What follows belongs to an exercise in optimizing a design on an open flow for small area and a short achievable clock period; a production flow would make more cautious choices. RTL that was checked went through simulation tests only; none was proved equivalent to the original. Power is estimated from default activity; no workload was simulated.

==> flow/design.v (excerpt) <==
module mult32x32 (
  input              i_clk     ,
  input              i_rstn    ,
  input  wire        i_multa_ns,
  input  wire        i_multb_ns,
  input  wire [31:0] i_multa   ,
  input  wire [31:0] i_multb   ,
  output wire [63:0] o_product
);
For scale: about 1100 flip-flops, about 130 I/O pins, about 47000 µm² of cells after synthesis.
clock: 4.0 ns
lec_check: 0
cap_margin: 20
core_margin: 2
core_utilization: 40
setup_slack_margin: 1.9
slew_margin: 20
tns_end_percent: 100
run.sh (not shown) runs the stock make flow with config.mk's settings and CLKGATE_MAP_FILE= SYNTH_SCRIPT=/design/flow/synth_recipe.tcl, a recipe that flattens the netlist after the stock synthesis.
==> next run, changes <==
SETUP_SLACK_MARGIN = 1.6   (was 1.9)
Effect: The new run completed without violations; core utilization drops by 4.0 points; combinational power drops by about 5%; clock skew climbs by 27 ps; synthesized cell count is unchanged; non-clock buffer count drops by 85; cell count drops by 1.8%; global-route usage drops by 3.0 points; via count drops by 4.6%.
No run of this note included a check of the RTL's function; only the layout flow was run.

== job 5110 ==
Another version of the RTL of mult32x32 (not shown whole).
Size in the first run: about 950 flip-flops, roughly 130 I/O pins, roughly 45,000 um2 of cells after synthesis.
export LEC_CHECK = 0
export CAP_MARGIN = 20
export CORE_MARGIN = 2
export CORE_UTILIZATION = 40
export SETUP_SLACK_MARGIN = 1.9
export SLEW_MARGIN = 20
export SYNTH_HIERARCHICAL = 1
export TNS_END_PERCENT = 100
create_clock -name core_clock -period 4.0 [get_ports {i_clk}]
diff inputs: job 5110 => job 7925
# job 5110
export LEC_CHECK = 0
export CAP_MARGIN = 20
export CORE_MARGIN = 2
export CORE_UTILIZATION = 40
export SETUP_SLACK_MARGIN = 1.9
export SLEW_MARGIN = 20
export SYNTH_HIERARCHICAL = 1
export TNS_END_PERCENT = 100
create_clock -name core_clock -period 4.0 [get_ports {i_clk}]
# job 7925
export LEC_CHECK = 0
export CAP_MARGIN = 20
export CORE_MARGIN = 2
export CORE_UTILIZATION = 50
export CTS_CLUSTER_SIZE = 30
export SETUP_SLACK_MARGIN = 1.9
export SLEW_MARGIN = 20
export SYNTH_HIERARCHICAL = 1
export TNS_END_PERCENT = 100
create_clock -name core_clock -period 4.0 [get_ports {i_clk}]
--- outcome ---
- Slowest cell on the critical path = fa_1: job 5110; slowest cell on the critical path = dfxtp_2: job 7925
- Compared to job 5110, job 7925 has minimum setup slack in the final design 69 ps lower.
- Power in sequential cells delta (job 5110 -> job 7925): insignificant
- Compared with job 5110, total power draw in job 7925 increased slightly.
- As far as number of nets with antenna violations after routing goes, job 5110 and job 7925 are indistinguishable; the numbers are identical.
- Changes observed in job 7925 relative to job 5110: sequential share of cell area went up 0.35 points; final core utilization went up 11 points; cell area went down 430 um2; signed area change from the synthesized netlist to the final layout went down 0.94 points.
- Delta (job 7925 minus job 5110): global-route usage increased 7.2 points, total wire length increased 9200 um.
No run of this note included a check of the RTL's function; only the layout flow was run.

Setup of ember:
mult32x32, a different RTL version from the one above (not shown whole).
For scale: roughly 3,600 cells after synthesis, about 960 flip-flops, roughly 130 I/O pins.
clock: 4.0 ns
lec_check: 0
cap_margin: 20
core_margin: 2
core_utilization: 40
cts_cluster_diameter: 40
cts_cluster_size: 10
setup_slack_margin: 2.0
slew_margin: 20
synth_hierarchical: 1
tns_end_percent: 100
ember reached the final stage; the timing, DRC and antenna checks on its layout passed.
### ember -> garnet
- a deleted CTS_CLUSTER_DIAMETER that had been 40
- a deleted CTS_CLUSTER_SIZE that had been 10
- an added PLACE_DENSITY of 0.85
==> flow/flow/run.sh (new file) <==
#!/bin/bash
set -euo pipefail
export CTS_ARGS="-sink_clustering_enable -repair_clock_nets -dont_use_dummy_load -sink_clustering_size 20 -sink_clustering_max_diameter 100"
bash standard.sh > standard.log 2>&1
==> flow/standard.sh (new file) <==
#!/bin/bash
# synth_recipe.tcl (not shown) runs the flow's synth.tcl, then flattens the netlist and writes it again
# the make line also repeats each setting of config.mk as NAME=value (left out here)
make -C /OpenROAD-flow-scripts/flow DESIGN_CONFIG=/design/flow/config.mk WORK_HOME=/design/flow/orfs CLKGATE_MAP_FILE= SYNTH_SCRIPT=/design/flow/synth_recipe.tcl "${@:-finish}"
removed: flow/run.sh
Results
Against ember, garnet comes in 2 lower on CTS H-tree depth. The final-stage net count reported for garnet is smaller than that of ember by 103. ember → garnet: combinational fraction of design power went up, row count held, detailed route wirelength on metal3 now sits higher, clock network contribution to total cell area moved down, final hold slack climbed 15 ps. Share of final layout cell area taken by non-clock buffers on garnet is down relative to ember. garnet gives less wire length after detailed routing than ember did. NOTE: share of cells above drive strength 1 in garnet falls short of that of ember.
For cedar, these inputs were changed with respect to garnet:
- changing SETUP_SLACK_MARGIN from 2.0 to 1.9
- removing PLACE_DENSITY (formerly 0.85)
==> flow/run.sh (new file) <==
#!/bin/bash
# synth_recipe.tcl (not shown) runs the flow's synth.tcl, then flattens the netlist and writes it again
# the make line also repeats each setting of config.mk as NAME=value (left out here)
make -C /OpenROAD-flow-scripts/flow DESIGN_CONFIG=/design/flow/config.mk WORK_HOME=/design/flow/orfs CLKGATE_MAP_FILE= SYNTH_SCRIPT=/design/flow/synth_recipe.tcl finish
removed: flow/flow/run.sh
removed: flow/standard.sh
[summary]
- cedar ended up with a lower number of antenna violations at the first check in global routing than garnet did.
- Every run (garnet and cedar) finished clean.
- Detailed route wirelength on metal3: cedar lower than garnet
- From garnet to cedar the numbers moved as follows: area fraction in and, or, nand and nor cells after synthesis now sits at about the same level; non-clock buffer area fraction after layout now sits higher; final critical delay including setup and external delays now sits higher; smallest hold slack now sits higher.
- Cmp garnet and cedar / post-placement cell count / lower: garnet
- The leakage power of the design of cedar is higher than that of garnet.
Inputs modified between cedar and tundra:
- putting PLACE_DENSITY at 0.85 where nothing was set
- swapping 1.9 for 2.0 in SETUP_SLACK_MARGIN
- swapping 40 for 60 in CORE_UTILIZATION
==> flow/flow/run.sh (new file) <==
#!/bin/bash
set -euo pipefail
export CTS_ARGS="-sink_clustering_enable -repair_clock_nets -dont_use_dummy_load"
bash standard.sh > standard.log 2>&1
==> flow/standard.sh (new file) <==
#!/bin/bash
# synth_recipe.tcl (not shown) runs the flow's synth.tcl, then flattens the netlist and writes it again
# the make line also repeats each setting of config.mk as NAME=value (left out here)
make -C /OpenROAD-flow-scripts/flow DESIGN_CONFIG=/design/flow/config.mk WORK_HOME=/design/flow/orfs CLKGATE_MAP_FILE= SYNTH_SCRIPT=/design/flow/synth_recipe.tcl "${@:-finish}"
removed: flow/run.sh
Results
Compared with cedar, tundra shows placement row count lower by about 19%.
tundra: PASS, flow complete, no timing, DRC or antenna violations
On area fraction in and, or, nand and nor cells after synthesis, tundra and cedar are basically level.
Max sequential share of layout area across tundra and cedar: tundra
When tundra is measured against cedar, its final total power turns out 780 uW lower.

mult32x32, a different RTL version from the one above (not shown whole).
Size in the first run: ~3600 cells after synthesis.
// mult32x32
module mult32x32 (
  input              i_clk     ,
  input              i_rstn    ,
  input  wire        i_multa_ns,
  input  wire        i_multb_ns,
  input  wire [31:0] i_multa   ,
  input  wire [31:0] i_multb   ,
  output wire [63:0] o_product
);
wire n1 = i_multa_ns & i_multa[31];
wire n2 = i_multb_ns & i_multb[31];
wire g3 = i_multa[1] & i_multa[0];
wire p4 = i_multa[1] ^ i_multa[0];
wire g5 = i_multa[2] & i_multa[1];
wire p6 = i_multa[2] ^ i_multa[1];
wire g7 = i_multa[3] & i_multa[2];
wire p8 = i_multa[3] ^ i_multa[2];
wire g9 = i_multa[4] & i_multa[3];
wire p10 = i_multa[4] ^ i_multa[3];
wire g11 = i_multa[5] & i_multa[4];
wire p12 = i_multa[5] ^ i_multa[4];
wire g13 = i_multa[6] & i_multa[5];
wire p14 = i_multa[6] ^ i_multa[5];
wire g15 = i_multa[7] & i_multa[6];
wire p16 = i_multa[7] ^ i_multa[6];
wire g17 = i_multa[8] & i_multa[7];
wire p18 = i_multa[8] ^ i_multa[7];
wire g19 = i_multa[9] & i_multa[8];
wire p20 = i_multa[9] ^ i_multa[8];
wire g21 = i_multa[10] & i_multa[9];
wire p22 = i_multa[10] ^ i_multa[9];
wire g23 = i_multa[11] & i_multa[10];
wire p24 = i_multa[11] ^ i_multa[10];
wire g25 = i_multa[12] & i_multa[11];
wire p26 = i_multa[12] ^ i_multa[11];
wire g27 = i_multa[13] & i_multa[12];
wire p28 = i_multa[13] ^ i_multa[12];
wire g29 = i_multa[14] & i_multa[13];
wire p30 = i_multa[14] ^ i_multa[13];
wire g31 = i_multa[15] & i_multa[14];
wire p32 = i_multa[15] ^ i_multa[14];
wire g33 = i_multa[16] & i_multa[15];
wire p34 = i_multa[16] ^ i_multa[15];
wire g35 = i_multa[17] & i_multa[16];
wire p36 = i_multa[17] ^ i_multa[16];
wire g37 = i_multa[18] & i_multa[17];
wire p38 = i_multa[18] ^ i_multa[17];
wire g39 = i_multa[19] & i_multa[18];
wire p40 = i_multa[19] ^ i_multa[18];
wire g41 = i_multa[20] & i_multa[19];
wire p42 = i_multa[20] ^ i_multa[19];
wire g43 = i_multa[21] & i_multa[20];
wire p44 = i_multa[21] ^ i_multa[20];
wire g45 = i_multa[22] & i_multa[21];
wire p46 = i_multa[22] ^ i_multa[21];
wire g47 = i_multa[23] & i_multa[22];
wire p48 = i_multa[23] ^ i_multa[22];
wire g49 = i_multa[24] & i_multa[23];
wire p50 = i_multa[24] ^ i_multa[23];
wire g51 = i_multa[25] & i_multa[24];
wire p52 = i_multa[25] ^ i_multa[24];
  ...
export LEC_CHECK = 0
export CAP_MARGIN = 20
export CORE_MARGIN = 2
export CORE_UTILIZATION = 40
export PLACE_DENSITY = 0.85
export SETUP_SLACK_MARGIN = 2.0
export SLEW_MARGIN = 20
export SYNTH_HIERARCHICAL = 1
export TNS_END_PERCENT = 100
create_clock -name core_clock -period 4.0 [get_ports {i_clk}]
standard.sh (not shown) runs the stock make flow with config.mk's settings and CLKGATE_MAP_FILE= SYNTH_SCRIPT=/design/flow/synth_recipe.tcl, a recipe that flattens the netlist after the stock synthesis.
==> flow/flow/run.sh <==
#!/bin/bash
set -euo pipefail
export CTS_ARGS="-sink_clustering_enable -repair_clock_nets -dont_use_dummy_load -sink_clustering_size 20 -sink_clustering_max_diameter 100"
bash standard.sh > standard.log 2>&1
Then changed:
==> flow/flow/run.sh (replaced) <==
#!/bin/bash
set -euo pipefail
export CTS_ARGS="-sink_clustering_enable -repair_clock_nets -dont_use_dummy_load"
bash standard.sh > standard.log 2>&1
What happened: Design area climbs by about 1.8%; cell count rises by about 0.64%; critical path depth stays the same; sequential share of layout area shrinks by 0.70 points; setup slack gets worse by 0.0035 ns; synthesized cell count stays the same; die area stays the same; flip-flop and latch count is unchanged; area after synthesis stays the same; combinational power barely changes.
Then changed:
==> flow/flow/run.sh (replaced) <==
#!/bin/bash
set -euo pipefail
export CTS_ARGS="-sink_clustering_enable -repair_clock_nets -dont_use_dummy_load -sink_clustering_size 20 -sink_clustering_max_diameter 100"
bash standard.sh > standard.log 2>&1
--- a/flow/config.mk
+++ b/flow/config.mk
@@ -11 +11 @@
-export PLACE_DENSITY = 0.85
+export PLACE_DENSITY = 0.8
The new run completed without violations.
Final cell count barely changes.
Core utilization drops by 0.41 points.
Wire length shrinks by 4.8%.
Non-clock buffer count goes up by 46.
Design area decreases by 0.93%.
Global-route usage decreases by 1.3 points.
Clock-buffer cell count is lower by 33.
Power came out lower by 7.2%.

separate check: timing with driven ports:
Ports are ideal in the flow. The routed layouts listed here were re-timed in OpenROAD. Step 1: set_driving_cell puts a clkbuf_16 on i_clk and a buf_2 on each other input, an assumption about the parent block. Step 2 adds t to the input delays and takes it off the output delays; t is the mean of the earliest and latest rising clock arrival at the registers after step 1. Input paths then give back, and output paths get back, about the clock's delay inside the block. Three values: ideal ports, drivers, drivers and shift; two values: the first two.
run | t (ns) | setup WS [ns] | hold WS [ns] | clock arrival spread, ns
the first run of note 1 | 0.780 | 1.522 / 1.522 / 1.069 | 0.110 / 0.071 / 0.319 | 0.035 / 0.035
the second run of note 1 | 0.744 | 1.484 / 1.484 / 0.741 | 0.066 / 0.049 / 0.292 | 0.069 / 0.068
job 5110 | 0.744 | 1.868 / 1.868 / 1.247 | 0.307 / 0.260 / 0.311 | 0.039 / 0.039
job 7925 | 0.741 | 1.800 / 1.800 / 1.221 | 0.311 / 0.259 / 0.320 | 0.042 / 0.042
ember | 0.788 | 1.926 / 1.926 / 1.251 | 0.251 / 0.215 / 0.320 | 0.036 / 0.036
garnet | 0.691 | 1.968 / 1.960 / 1.362 | 0.265 / 0.245 / 0.305 | 0.075 / 0.074
cedar | 0.746 | 1.896 / 1.886 / 1.236 | 0.299 / 0.253 / 0.308 | 0.057 / 0.057
tundra | 0.686 | 1.978 / 1.978 / 1.358 | 0.249 / 0.215 / 0.308 | 0.074 / 0.074
the first run of note 4 | 0.676 | 1.984 / 1.965 / 1.376 | 0.186 / 0.196 / 0.281 | 0.092 / 0.092
the second run of note 4 | 0.707 | 1.981 / 1.967 / 1.355 | 0.165 / 0.172 / 0.314 | 0.082 / 0.082
the third run of note 4 | 0.678 | 1.957 / 1.957 / 1.384 | 0.205 / 0.214 / 0.308 | 0.044 / 0.045
After both steps every run listed still meets setup and hold. For the second run of note 1, which loses most, drivers alone change the setup slack by 0.000 ns; drivers and shift together by -0.743 ns.
